Context: an optimization exercise on an open-source flow, tuned for small area. The choices shown serve that exercise and are no tape-out recipe. Where RTL was checked, it was by simulation tests only, not by an equivalence proof against the original. Power figures rest on the tool's default switching activity, not on a simulated workload.

==> inputs of raven <==
==> flow/design.v (excerpt) <==
module fir(clk, din, reset, dout);
input clk;
input signed [7:0] din;
input reset;
output signed [15:0] dout;
reg [7:0] x1;
reg [7:0] x2;
reg [7:0] x3;
reg [7:0] x4;
reg [7:0] x5;
reg [7:0] x6;
reg [7:0] x7;
reg [7:0] x8;
reg [7:0] x9;
reg [7:0] x10;
reg [7:0] x11;
reg [7:0] x12;
wire [1:0] rn, rp;
iv ri0 (.a(reset), .y(rn[0]));
iv rj0 (.a(rn[0]), .y(rp[0]));
iv ri1 (.a(reset), .y(rn[1]));
iv rj1 (.a(rn[1]), .y(rp[1]));
wire [7:0] d1;
an r1 (.a(rn[0]), .b(din[0]), .y(d1[0]));
an r2 (.a(rn[0]), .b(din[1]), .y(d1[1]));
an r3 (.a(rn[0]), .b(din[2]), .y(d1[2]));
an r4 (.a(rn[0]), .b(din[3]), .y(d1[3]));
an r5 (.a(rn[1]), .b(din[4]), .y(d1[4]));
an r6 (.a(rn[1]), .b(din[5]), .y(d1[5]));
an r7 (.a(rn[1]), .b(din[6]), .y(d1[6]));
an r8 (.a(rn[1]), .b(din[7]), .y(d1[7]));
wire [7:0] d2;
nd r9 (.a(rn[0]), .b(x1[0]), .y(d2[0]));
nd r10 (.a(rn[0]), .b(x1[1]), .y(d2[1]));
nd r11 (.a(rn[0]), .b(x1[2]), .y(d2[2]));
nd r12 (.a(rn[0]), .b(x1[3]), .y(d2[3]));
nd r13 (.a(rn[1]), .b(x1[4]), .y(d2[4]));
nd r14 (.a(rn[1]), .b(x1[5]), .y(d2[5]));
nd r15 (.a(rn[1]), .b(x1[6]), .y(d2[6]));
an r16 (.a(rn[1]), .b(x1[7]), .y(d2[7]));
wire [7:0] d3;
nr r17 (.a(rp[0]), .b(x2[0]), .y(d3[0]));
  ...
==> flow/config.mk <==
export PLATFORM = sky130hd
export DESIGN_NAME = fir
export DESIGN_NICKNAME = fir
export VERILOG_FILES = /design/flow/design.v
export SDC_FILE = /design/flow/constraint.sdc
export NUM_CORES = 4
export LEC_CHECK = 0
export CAP_MARGIN = 20
export CORE_MARGIN = 2
export CORE_UTILIZATION = 60
export CTS_BUF_LIST = sky130_fd_sc_hd__clkbuf_4 sky130_fd_sc_hd__clkbuf_8
export GPL_ROUTABILITY_DRIVEN = 0
export GPL_TIMING_DRIVEN = 0
export PLACE_DENSITY = 0.7
export SLEW_MARGIN = 20
export SYNTH_HIERARCHICAL = 1
export SYNTH_MINIMUM_KEEP_SIZE = 0
==> flow/constraint.sdc <==
create_clock -name core_clock -period 6.5 [get_ports {clk}]
set_input_delay 1.3000 -clock core_clock [delete_from_list [all_inputs] [get_ports {clk}]]
set_output_delay 1.3000 -clock core_clock [all_outputs]
set_load 0.01 [all_outputs]
standard.sh (not shown) runs the stock make flow with config.mk's settings and CLKGATE_MAP_FILE= SYNTH_SCRIPT=/design/flow/synth_recipe.tcl, a recipe that flattens the netlist after the stock synthesis.
==> flow/flow/run.sh <==
#!/bin/bash
# Layout flow: the standard flow (standard.sh, unchanged synthesis), with
# the ports buffered by the smallest buffer and no dummy loads on the clock tree.
set -euo pipefail
bash standard.sh \
  BUFFER_PORTS_ARGS="-buffer_cell sky130_fd_sc_hd__buf_1" \
  CTS_ARGS="-sink_clustering_enable -repair_clock_nets -buf_list {sky130_fd_sc_hd__clkbuf_4 sky130_fd_sc_hd__clkbuf_8} -dont_use_dummy_load" \
  finish > flow.log 2>&1
==> garnet (differences from raven) <==
- SETUP_SLACK_MARGIN: default -> -0.3
==> run_results.csv <==
group,metric,value,unit
clock_tree,cts_setup_buffers,1,
layout,buffer_area_share,1.70,%
run_status,status,"complete, no violations",
setup_path,worst_ep_arrival_time,6.50,ns
setup_path,r2r_cells,17,
layout,final_cell_mix,"fa_1 (113), dfxtp_1 (110), nor2_1 (64)",
[end of results for raven]
==> run_results.csv <==
group,metric,value,unit
sta,setup_slack,-0.0338,ns
clock_tree,cts_setup_buffers,0,
sta,setup_viol,2,
run_status,status,"complete, but fails checks",
setup_path,worst_ep_arrival_time,6.75,ns
run_status,violations,"negative setup slack",
setup_path,r2r_cells,18,
[end of results for garnet]

========
==> inputs of run a <==
Another version of the RTL of fir (not shown whole).
Settings: LEC_CHECK=0, CAP_MARGIN=20, CORE_MARGIN=2, CORE_UTILIZATION=60, CTS_BUF_LIST=sky130_fd_sc_hd__clkbuf_4 sky130_fd_sc_hd__clkbuf_8, GPL_ROUTABILITY_DRIVEN=0, GPL_TIMING_DRIVEN=0, PLACE_DENSITY=0.7, SLEW_MARGIN=20, SYNTH_HIERARCHICAL=1, SYNTH_MINIMUM_KEEP_SIZE=0; clock period 6.5 ns.
==> flow/flow/run.sh <==
#!/bin/bash
# Layout flow: the standard flow (standard.sh, unchanged synthesis), with
# the ports buffered by the smallest buffer and no dummy loads on the clock tree.
set -euo pipefail
bash standard.sh \
  BUFFER_PORTS_ARGS="-buffer_cell sky130_fd_sc_hd__buf_1" \
  CTS_ARGS="-sink_clustering_enable -sink_clustering_size 30 -sink_clustering_max_diameter 200 -sink_clustering_levels 1 -repair_clock_nets -buf_list {sky130_fd_sc_hd__clkbuf_8} -dont_use_dummy_load" \
  finish > flow.log 2>&1
==> inputs of run b, as changes to run a <==
==> flow/flow/run.sh (replaced) <==
#!/bin/bash
# Layout flow: the standard flow (standard.sh, unchanged synthesis), with
# the ports buffered by the smallest buffer and no dummy loads on the clock tree.
set -euo pipefail
bash standard.sh \
  BUFFER_PORTS_ARGS="-buffer_cell sky130_fd_sc_hd__buf_1" \
  CTS_ARGS="-sink_clustering_enable -repair_clock_nets -buf_list {sky130_fd_sc_hd__clkbuf_4 sky130_fd_sc_hd__clkbuf_8} -dont_use_dummy_load" \
  finish > flow.log 2>&1
==> run notes <==
item                                                                                   run a                    run b
Category of the critical setup timing path                                      flop to flop             flop to flop
Power Density                                                                    383 nW/um^2              383 nW/um^2
Hold bufs inserted after CTS                                                               0                        0
Outcome                                                              complete, no violations  complete, no violations
Area added between synthesis and finish                                                9.59%                    9.59%
Fraction of standard cell area in multi-input logic                                    56.3%                    56.3%
Mean instance size in the synthesized netlist                                     13.2 sq um               13.2 sq um
Number of sequential storage elements                                                    112                      112
CTS buffer count                                                                           9                        9
Most common cell after layout, fill and taps aside                                   dfxtp_1                  dfxtp_1
Mapped cell area                                                                  5930 sq um               5930 sq um
Switch Pwr                                                                          0.924 mW                 0.924 mW
Share of total power in the clock network                                              13.2%                    13.2%
Top-level I/O count                                                                       26                       26
Clock tree from TritonCTS                                                              built                    built
Switching portion of total power                                                       37.1%                    37.1%
Buf/Inv on CP                                                                              0                        0
# setup viols final                                                                        0                        0
Share of final-layout standard cells stronger than drive strength 1                    11.7%                    11.7%
H-tree levels                                                                              3                        3

========
==> v20: inputs <==
Another version of the RTL of fir (not shown whole).
Settings: LEC_CHECK=0, CAP_MARGIN=20, CORE_MARGIN=2, CORE_UTILIZATION=40, SLEW_MARGIN=20, SYNTH_HIERARCHICAL=1, SYNTH_MINIMUM_KEEP_SIZE=0; clock period 6.5 ns.
run.sh (not shown) runs the stock make flow with config.mk's settings and CLKGATE_MAP_FILE= SYNTH_SCRIPT=/design/flow/synth_recipe.tcl, a recipe that flattens the netlist after the stock synthesis.
Stock flow here: none of the scripts above is used.
==> v1: changes against v20 <==
--- a/flow/design.v
+++ b/flow/design.v
@@ -423,41 +423,49 @@
 wire s377;
 wire c378;
 wire s379;
 wire c380;
 wire s381;
 wire c382;
 wire s383;
 wire c384;
-wire g385;
-wire p386;
-wire p387;
-wire g388;
-wire p389;
-wire g390;
+wire s385;
+wire c386;
+wire s387;
+wire c388;
+wire s389;
+wire c390;
 wire g391;
 wire g392;
 wire p393;
 wire g394;
 wire p395;
 wire g396;
-wire g397;
+wire p397;
 wire g398;
 wire g399;
 wire g400;
-wire g401;
-wire s402;
-wire s403;
-wire s404;
-wire s405;
-wire s406;
-wire s407;
-wire s408;
-wire s409;
+wire p401;
+wire g402;
+wire p403;
+wire g404;
+wire g405;
+wire g406;
+wire g407;
+wire g408;
+wire g409;
+wire s410;
+wire s411;
+wire s412;
+wire s413;
+wire s414;
+wire s415;
+wire s416;
+wire s417;
 ha u2 (.a(x3[0]), .b(x9[0]), .s(s1), .co(c2));
 fa u4 (.a(x3[1]), .b(x9[1]), .ci(c2), .s(s3), .co(c4));
 fa u6 (.a(x3[2]), .b(x9[2]), .ci(c4), .s(s5), .co(c6));
 fa u8 (.a(x3[3]), .b(x9[3]), .ci(c6), .s(s7), .co(c8));
 fa u10 (.a(x3[4]), .b(x9[4]), .ci(c8), .s(s9), .co(c10));
 fa u12 (.a(x3[5]), .b(x9[5]), .ci(c10), .s(s11), .co(c12));
 fa u14 (.a(x3[6]), .b(x9[6]), .ci(c12), .s(s13), .co(c14));
 assign n15 = ~c14;
@@ -630,18 +638,18 @@
 fa u294 (.a(c257), .b(n292), .ci(s290), .s(s293), .co(c294));
 fa u296 (.a(s50), .b(s33), .ci(c261), .s(s295), .co(c296));
 assign n297 = ~c259;
 fa u299 (.a(n297), .b(s293), .ci(c17), .s(s298), .co(c299));
 assign n300 = ~s53;
 fa u302 (.a(c37), .b(c263), .ci(n300), .s(s301), .co(c302));
 fa u304 (.a(s295), .b(c266), .ci(s298), .s(s303), .co(c304));
 fa u306 (.a(s301), .b(c268), .ci(s303), .s(s305), .co(c306));
-assign n307 = ~s305;
-fa u309 (.a(c271), .b(n307), .ci(c274), .s(s308), .co(c309));
+assign n307 = ~c271;
+ha u309 (.a(n307), .b(s305), .s(s308), .co(c309));
 assign n310 = ~c278;
 fa u312 (.a(x6[3]), .b(c276), .ci(n310), .s(s311), .co(c312));
 assign n313 = ~c284;
 fa u315 (.a(c281), .b(s311), .ci(n313), .s(s314), .co(c315));
 fa u317 (.a(c286), .b(s46), .ci(c289), .s(s316), .co(c317));
 assign n318 = ~s314;
 fa u320 (.a(n318), .b(c291), .ci(s316), .s(s319), .co(c320));
 assign n321 = ~s13;
@@ -657,65 +665,70 @@
 assign n338 = ~s336;
 fa u340 (.a(c317), .b(n338), .ci(c320), .s(s339), .co(c340));
 assign n341 = ~s16;
 fa u343 (.a(c54), .b(c37), .ci(n341), .s(s342), .co(c343));
 assign n344 = ~c325;
 fa u346 (.a(c323), .b(s339), .ci(n344), .s(s345), .co(c346));
 assign n347 = ~s342;
 fa u349 (.a(n347), .b(c327), .ci(s345), .s(s348), .co(c349));
-fa u351 (.a(c329), .b(s348), .ci(c332), .s(s350), .co(c351));
+ha u351 (.a(c329), .b(s348), .s(s350), .co(c351));
 fa u353 (.a(x6[5]), .b(c334), .ci(c337), .s(s352), .co(c353));
 assign n354 = ~s352;
 fa u356 (.a(s50), .b(c17), .ci(n354), .s(s355), .co(c356));
 assign n357 = ~c343;
 fa u359 (.a(c340), .b(n357), .ci(s355), .s(s358), .co(c359));
 fa u361 (.a(c346), .b(s358), .ci(c349), .s(s360), .co(c361));
 fa u363 (.a(x6[6]), .b(c353), .ci(s53), .s(s362), .co(c363));
 assign n364 = ~s362;
 fa u366 (.a(c356), .b(n364), .ci(c359), .s(s365), .co(c366));
 assign n367 = ~c54;
 fa u369 (.a(1'b1), .b(x6[7]), .ci(n367), .s(s368), .co(c369));
 assign n370 = ~c363;
-fa u372 (.a(s368), .b(n370), .ci(c366), .s(s371), .co(c372));
+ha u372 (.a(s368), .b(n370), .s(s371), .co(c372));
 assign n373 = ~s234;
 ha u375 (.a(c199), .b(n373), .s(s374), .co(c375));
-assign n376 = ~c309;
-ha u378 (.a(n376), .b(s331), .s(s377), .co(c378));
-ha u380 (.a(c351), .b(s360), .s(s379), .co(c380));
-ha u382 (.a(c361), .b(s365), .s(s381), .co(c382));
-ha u384 (.a(c369), .b(c372), .s(s383), .co(c384));
-assign g385 = 1'b0 | (~s273 & c375);
-assign p386 = s377 & ~s308;
-assign p387 = s379 & s350;
-assign g388 = 1'b0 | (s371 & c382);
-assign p389 = s371 & s381;
-assign g390 = 1'b0 | (~s308 & g385);
-assign g391 = c378 | (p386 & g385);
-assign g392 = c382 | (s381 & c380);
-assign p393 = s381 & p387;
-assign g394 = g388 | (p389 & c380);
-assign p395 = p389 & p387;
-assign g396 = 1'b0 | (s350 & g391);
-assign g397 = c380 | (p387 & g391);
-assign g398 = g392 | (p393 & g391);
-assign g399 = g394 | (p395 & g391);
-assign g400 = c384 | (s383 & g399);
-assign g401 = c384 | (s383 & g399);
-assign s402 = s273 ^ c375;
-assign s403 = s308 ^ g385;
-assign s404 = s377 ^ g390;
-assign s405 = s350 ^ g391;
-assign s406 = s379 ^ g396;
-assign s407 = s381 ^ g397;
-assign s408 = s371 ^ g398;
-assign s409 = s383 ^ g399;
+assign n376 = ~c274;
+ha u378 (.a(s308), .b(n376), .s(s377), .co(c378));
+ha u380 (.a(c309), .b(s331), .s(s379), .co(c380));
+ha u382 (.a(s350), .b(c332), .s(s381), .co(c382));
+ha u384 (.a(c351), .b(s360), .s(s383), .co(c384));
+ha u386 (.a(c361), .b(s365), .s(s385), .co(c386));
+ha u388 (.a(s371), .b(c366), .s(s387), .co(c388));
+ha u390 (.a(c369), .b(c372), .s(s389), .co(c390));
+assign g391 = 1'b0 | (~s273 & c375);
+assign g392 = c380 | (s379 & c378);
+assign p393 = s379 & s377;
+assign g394 = c384 | (s383 & c382);
+assign p395 = s383 & s381;
+assign g396 = c388 | (s387 & c386);
+assign p397 = s387 & s385;
+assign g398 = c378 | (s377 & g391);
+assign g399 = g392 | (p393 & g391);
+assign g400 = c386 | (s385 & g394);
+assign p401 = s385 & p395;
+assign g402 = g396 | (p397 & g394);
+assign p403 = p397 & p395;
+assign g404 = c382 | (s381 & g399);
+assign g405 = g394 | (p395 & g399);
+assign g406 = g400 | (p401 & g399);
+assign g407 = g402 | (p403 & g399);
+assign g408 = c390 | (s389 & g407);
+assign g409 = c390 | (s389 & g407);
+assign s410 = s273 ^ c375;
+assign s411 = s377 ^ g391;
+assign s412 = s379 ^ g398;
+assign s413 = s381 ^ g399;
+assign s414 = s383 ^ g404;
+assign s415 = s385 ^ g405;
+assign s416 = s387 ^ g406;
+assign s417 = s389 ^ g407;
 reg [15:0] y;
 always @(posedge clk) begin
-  y <= reset ? 16'h0000 : {~g400, s409, s408, s407, s406, s405, s404, ~s403, ~s402, s374, s198, s163, ~s130, ~s101, ~s76, s59};
+  y <= reset ? 16'h0000 : {~g408, s417, s416, s415, s414, s413, s412, s411, ~s410, s374, s198, s163, ~s130, ~s101, ~s76, s59};
 end
 assign dout = y;
 endmodule
 module fa(a, b, ci, s, co);
 input a, b, ci;
 output s, co;
 assign s = a ^ b ^ ci;
 assign co = (a & b) | (a & ci) | (b & ci);
- ABC_AREA: not set -> 1
- CTS_BUF_LIST: not set -> sky130_fd_sc_hd__clkbuf_4 sky130_fd_sc_hd__clkbuf_8
==> v34: changes against v20 <==
--- a/flow/design.v
+++ b/flow/design.v
@@ -423,41 +423,49 @@
 wire s377;
 wire c378;
 wire s379;
 wire c380;
 wire s381;
 wire c382;
 wire s383;
 wire c384;
-wire g385;
-wire p386;
-wire p387;
-wire g388;
-wire p389;
-wire g390;
+wire s385;
+wire c386;
+wire s387;
+wire c388;
+wire s389;
+wire c390;
 wire g391;
 wire g392;
 wire p393;
 wire g394;
 wire p395;
 wire g396;
-wire g397;
+wire p397;
 wire g398;
 wire g399;
 wire g400;
-wire g401;
-wire s402;
-wire s403;
-wire s404;
-wire s405;
-wire s406;
-wire s407;
-wire s408;
-wire s409;
+wire p401;
+wire g402;
+wire p403;
+wire g404;
+wire g405;
+wire g406;
+wire g407;
+wire g408;
+wire g409;
+wire s410;
+wire s411;
+wire s412;
+wire s413;
+wire s414;
+wire s415;
+wire s416;
+wire s417;
 ha u2 (.a(x3[0]), .b(x9[0]), .s(s1), .co(c2));
 fa u4 (.a(x3[1]), .b(x9[1]), .ci(c2), .s(s3), .co(c4));
 fa u6 (.a(x3[2]), .b(x9[2]), .ci(c4), .s(s5), .co(c6));
 fa u8 (.a(x3[3]), .b(x9[3]), .ci(c6), .s(s7), .co(c8));
 fa u10 (.a(x3[4]), .b(x9[4]), .ci(c8), .s(s9), .co(c10));
 fa u12 (.a(x3[5]), .b(x9[5]), .ci(c10), .s(s11), .co(c12));
 fa u14 (.a(x3[6]), .b(x9[6]), .ci(c12), .s(s13), .co(c14));
 assign n15 = ~c14;
@@ -630,18 +638,18 @@
 fa u294 (.a(c257), .b(n292), .ci(s290), .s(s293), .co(c294));
 fa u296 (.a(s50), .b(s33), .ci(c261), .s(s295), .co(c296));
 assign n297 = ~c259;
 fa u299 (.a(n297), .b(s293), .ci(c17), .s(s298), .co(c299));
 assign n300 = ~s53;
 fa u302 (.a(c37), .b(c263), .ci(n300), .s(s301), .co(c302));
 fa u304 (.a(s295), .b(c266), .ci(s298), .s(s303), .co(c304));
 fa u306 (.a(s301), .b(c268), .ci(s303), .s(s305), .co(c306));
-assign n307 = ~s305;
-fa u309 (.a(c271), .b(n307), .ci(c274), .s(s308), .co(c309));
+assign n307 = ~c271;
+ha u309 (.a(n307), .b(s305), .s(s308), .co(c309));
 assign n310 = ~c278;
 fa u312 (.a(x6[3]), .b(c276), .ci(n310), .s(s311), .co(c312));
 assign n313 = ~c284;
 fa u315 (.a(c281), .b(s311), .ci(n313), .s(s314), .co(c315));
 fa u317 (.a(c286), .b(s46), .ci(c289), .s(s316), .co(c317));
 assign n318 = ~s314;
 fa u320 (.a(n318), .b(c291), .ci(s316), .s(s319), .co(c320));
 assign n321 = ~s13;
@@ -657,65 +665,70 @@
 assign n338 = ~s336;
 fa u340 (.a(c317), .b(n338), .ci(c320), .s(s339), .co(c340));
 assign n341 = ~s16;
 fa u343 (.a(c54), .b(c37), .ci(n341), .s(s342), .co(c343));
 assign n344 = ~c325;
 fa u346 (.a(c323), .b(s339), .ci(n344), .s(s345), .co(c346));
 assign n347 = ~s342;
 fa u349 (.a(n347), .b(c327), .ci(s345), .s(s348), .co(c349));
-fa u351 (.a(c329), .b(s348), .ci(c332), .s(s350), .co(c351));
+ha u351 (.a(c329), .b(s348), .s(s350), .co(c351));
 fa u353 (.a(x6[5]), .b(c334), .ci(c337), .s(s352), .co(c353));
 assign n354 = ~s352;
 fa u356 (.a(s50), .b(c17), .ci(n354), .s(s355), .co(c356));
 assign n357 = ~c343;
 fa u359 (.a(c340), .b(n357), .ci(s355), .s(s358), .co(c359));
 fa u361 (.a(c346), .b(s358), .ci(c349), .s(s360), .co(c361));
 fa u363 (.a(x6[6]), .b(c353), .ci(s53), .s(s362), .co(c363));
 assign n364 = ~s362;
 fa u366 (.a(c356), .b(n364), .ci(c359), .s(s365), .co(c366));
 assign n367 = ~c54;
 fa u369 (.a(1'b1), .b(x6[7]), .ci(n367), .s(s368), .co(c369));
 assign n370 = ~c363;
-fa u372 (.a(s368), .b(n370), .ci(c366), .s(s371), .co(c372));
+ha u372 (.a(s368), .b(n370), .s(s371), .co(c372));
 assign n373 = ~s234;
 ha u375 (.a(c199), .b(n373), .s(s374), .co(c375));
-assign n376 = ~c309;
-ha u378 (.a(n376), .b(s331), .s(s377), .co(c378));
-ha u380 (.a(c351), .b(s360), .s(s379), .co(c380));
-ha u382 (.a(c361), .b(s365), .s(s381), .co(c382));
-ha u384 (.a(c369), .b(c372), .s(s383), .co(c384));
-assign g385 = 1'b0 | (~s273 & c375);
-assign p386 = s377 & ~s308;
-assign p387 = s379 & s350;
-assign g388 = 1'b0 | (s371 & c382);
-assign p389 = s371 & s381;
-assign g390 = 1'b0 | (~s308 & g385);
-assign g391 = c378 | (p386 & g385);
-assign g392 = c382 | (s381 & c380);
-assign p393 = s381 & p387;
-assign g394 = g388 | (p389 & c380);
-assign p395 = p389 & p387;
-assign g396 = 1'b0 | (s350 & g391);
-assign g397 = c380 | (p387 & g391);
-assign g398 = g392 | (p393 & g391);
-assign g399 = g394 | (p395 & g391);
-assign g400 = c384 | (s383 & g399);
-assign g401 = c384 | (s383 & g399);
-assign s402 = s273 ^ c375;
-assign s403 = s308 ^ g385;
-assign s404 = s377 ^ g390;
-assign s405 = s350 ^ g391;
-assign s406 = s379 ^ g396;
-assign s407 = s381 ^ g397;
-assign s408 = s371 ^ g398;
-assign s409 = s383 ^ g399;
+assign n376 = ~c274;
+ha u378 (.a(s308), .b(n376), .s(s377), .co(c378));
+ha u380 (.a(c309), .b(s331), .s(s379), .co(c380));
+ha u382 (.a(s350), .b(c332), .s(s381), .co(c382));
+ha u384 (.a(c351), .b(s360), .s(s383), .co(c384));
+ha u386 (.a(c361), .b(s365), .s(s385), .co(c386));
+ha u388 (.a(s371), .b(c366), .s(s387), .co(c388));
+ha u390 (.a(c369), .b(c372), .s(s389), .co(c390));
+assign g391 = 1'b0 | (~s273 & c375);
+assign g392 = c380 | (s379 & c378);
+assign p393 = s379 & s377;
+assign g394 = c384 | (s383 & c382);
+assign p395 = s383 & s381;
+assign g396 = c388 | (s387 & c386);
+assign p397 = s387 & s385;
+assign g398 = c378 | (s377 & g391);
+assign g399 = g392 | (p393 & g391);
+assign g400 = c386 | (s385 & g394);
+assign p401 = s385 & p395;
+assign g402 = g396 | (p397 & g394);
+assign p403 = p397 & p395;
+assign g404 = c382 | (s381 & g399);
+assign g405 = g394 | (p395 & g399);
+assign g406 = g400 | (p401 & g399);
+assign g407 = g402 | (p403 & g399);
+assign g408 = c390 | (s389 & g407);
+assign g409 = c390 | (s389 & g407);
+assign s410 = s273 ^ c375;
+assign s411 = s377 ^ g391;
+assign s412 = s379 ^ g398;
+assign s413 = s381 ^ g399;
+assign s414 = s383 ^ g404;
+assign s415 = s385 ^ g405;
+assign s416 = s387 ^ g406;
+assign s417 = s389 ^ g407;
 reg [15:0] y;
 always @(posedge clk) begin
-  y <= reset ? 16'h0000 : {~g400, s409, s408, s407, s406, s405, s404, ~s403, ~s402, s374, s198, s163, ~s130, ~s101, ~s76, s59};
+  y <= reset ? 16'h0000 : {~g408, s417, s416, s415, s414, s413, s412, s411, ~s410, s374, s198, s163, ~s130, ~s101, ~s76, s59};
 end
 assign dout = y;
 endmodule
 module fa(a, b, ci, s, co);
 input a, b, ci;
 output s, co;
 assign s = a ^ b ^ ci;
 assign co = (a & b) | (a & ci) | (b & ci);
- ABC_AREA: not set -> 1
- CORE_UTILIZATION: 40 -> 70
- CTS_BUF_LIST: not set -> sky130_fd_sc_hd__clkbuf_4 sky130_fd_sc_hd__clkbuf_8
- GPL_ROUTABILITY_DRIVEN: not set -> 0
- GPL_TIMING_DRIVEN: not set -> 0
- PLACE_DENSITY: not set -> 0.8
==> notes <==
v20 produced a layout that fails on negative setup slack. v34 produced a clean layout. v1 passed the timing, design-rule and antenna checks.
Between v20 and v34, the lower clock skew is in v34 (gap 4.7 ps).
Combinational power: v34 < v20 < v1.
In sequential power, v34 and v20 hardly differ.
Sequential share of layout area: v20 < v1 < v34.
The lowest worst hold slack belongs to v20, the highest to v1.
Function not checked in v20: the RTL went through the layout flow alone.

[separate check: timing with driven ports]
In the flow no input, the clock included, has a driving cell. The finished layouts below were timed again as built, in two steps. Step 1: set_driving_cell puts a clkbuf_16 on clk and a buf_2 on each other input, an assumption about the parent block. Step 2 also shifts input and output timing later by t, the mid clock arrival at the registers, as if the neighbouring blocks saw the same clock. a / b / c = no drivers / after step 1 / after step 2; a / b = the first two.
run	t, ns	setup WS [ns]	clock arrival spread, ns	cell pins on the clock port's net
raven	0.393	0.214 / 0.214 / -0.015	0.034 / 0.034	1
garnet	0.394	-0.034 / -0.034 / -0.034	0.035 / 0.035	1
run a	0.409	0.184 / 0.184 / -0.047	0.018 / 0.018	1
run b	0.409	0.184 / 0.184 / -0.047	0.018 / 0.018	1
v20	0.391	-0.029 / -0.029 / -0.373	0.013 / 0.013	1
v1	0.422	0.163 / 0.170 / -0.246	0.010 / 0.010	1
v34	0.403	0.111 / 0.120 / -0.281	0.007 / 0.007	1
With both steps, setup timing fails in 5 of these runs, where it was met with ideal ports. The setup slack of v1, which loses most, moves by +0.007 ns with the drivers and by -0.409 ns with both steps.
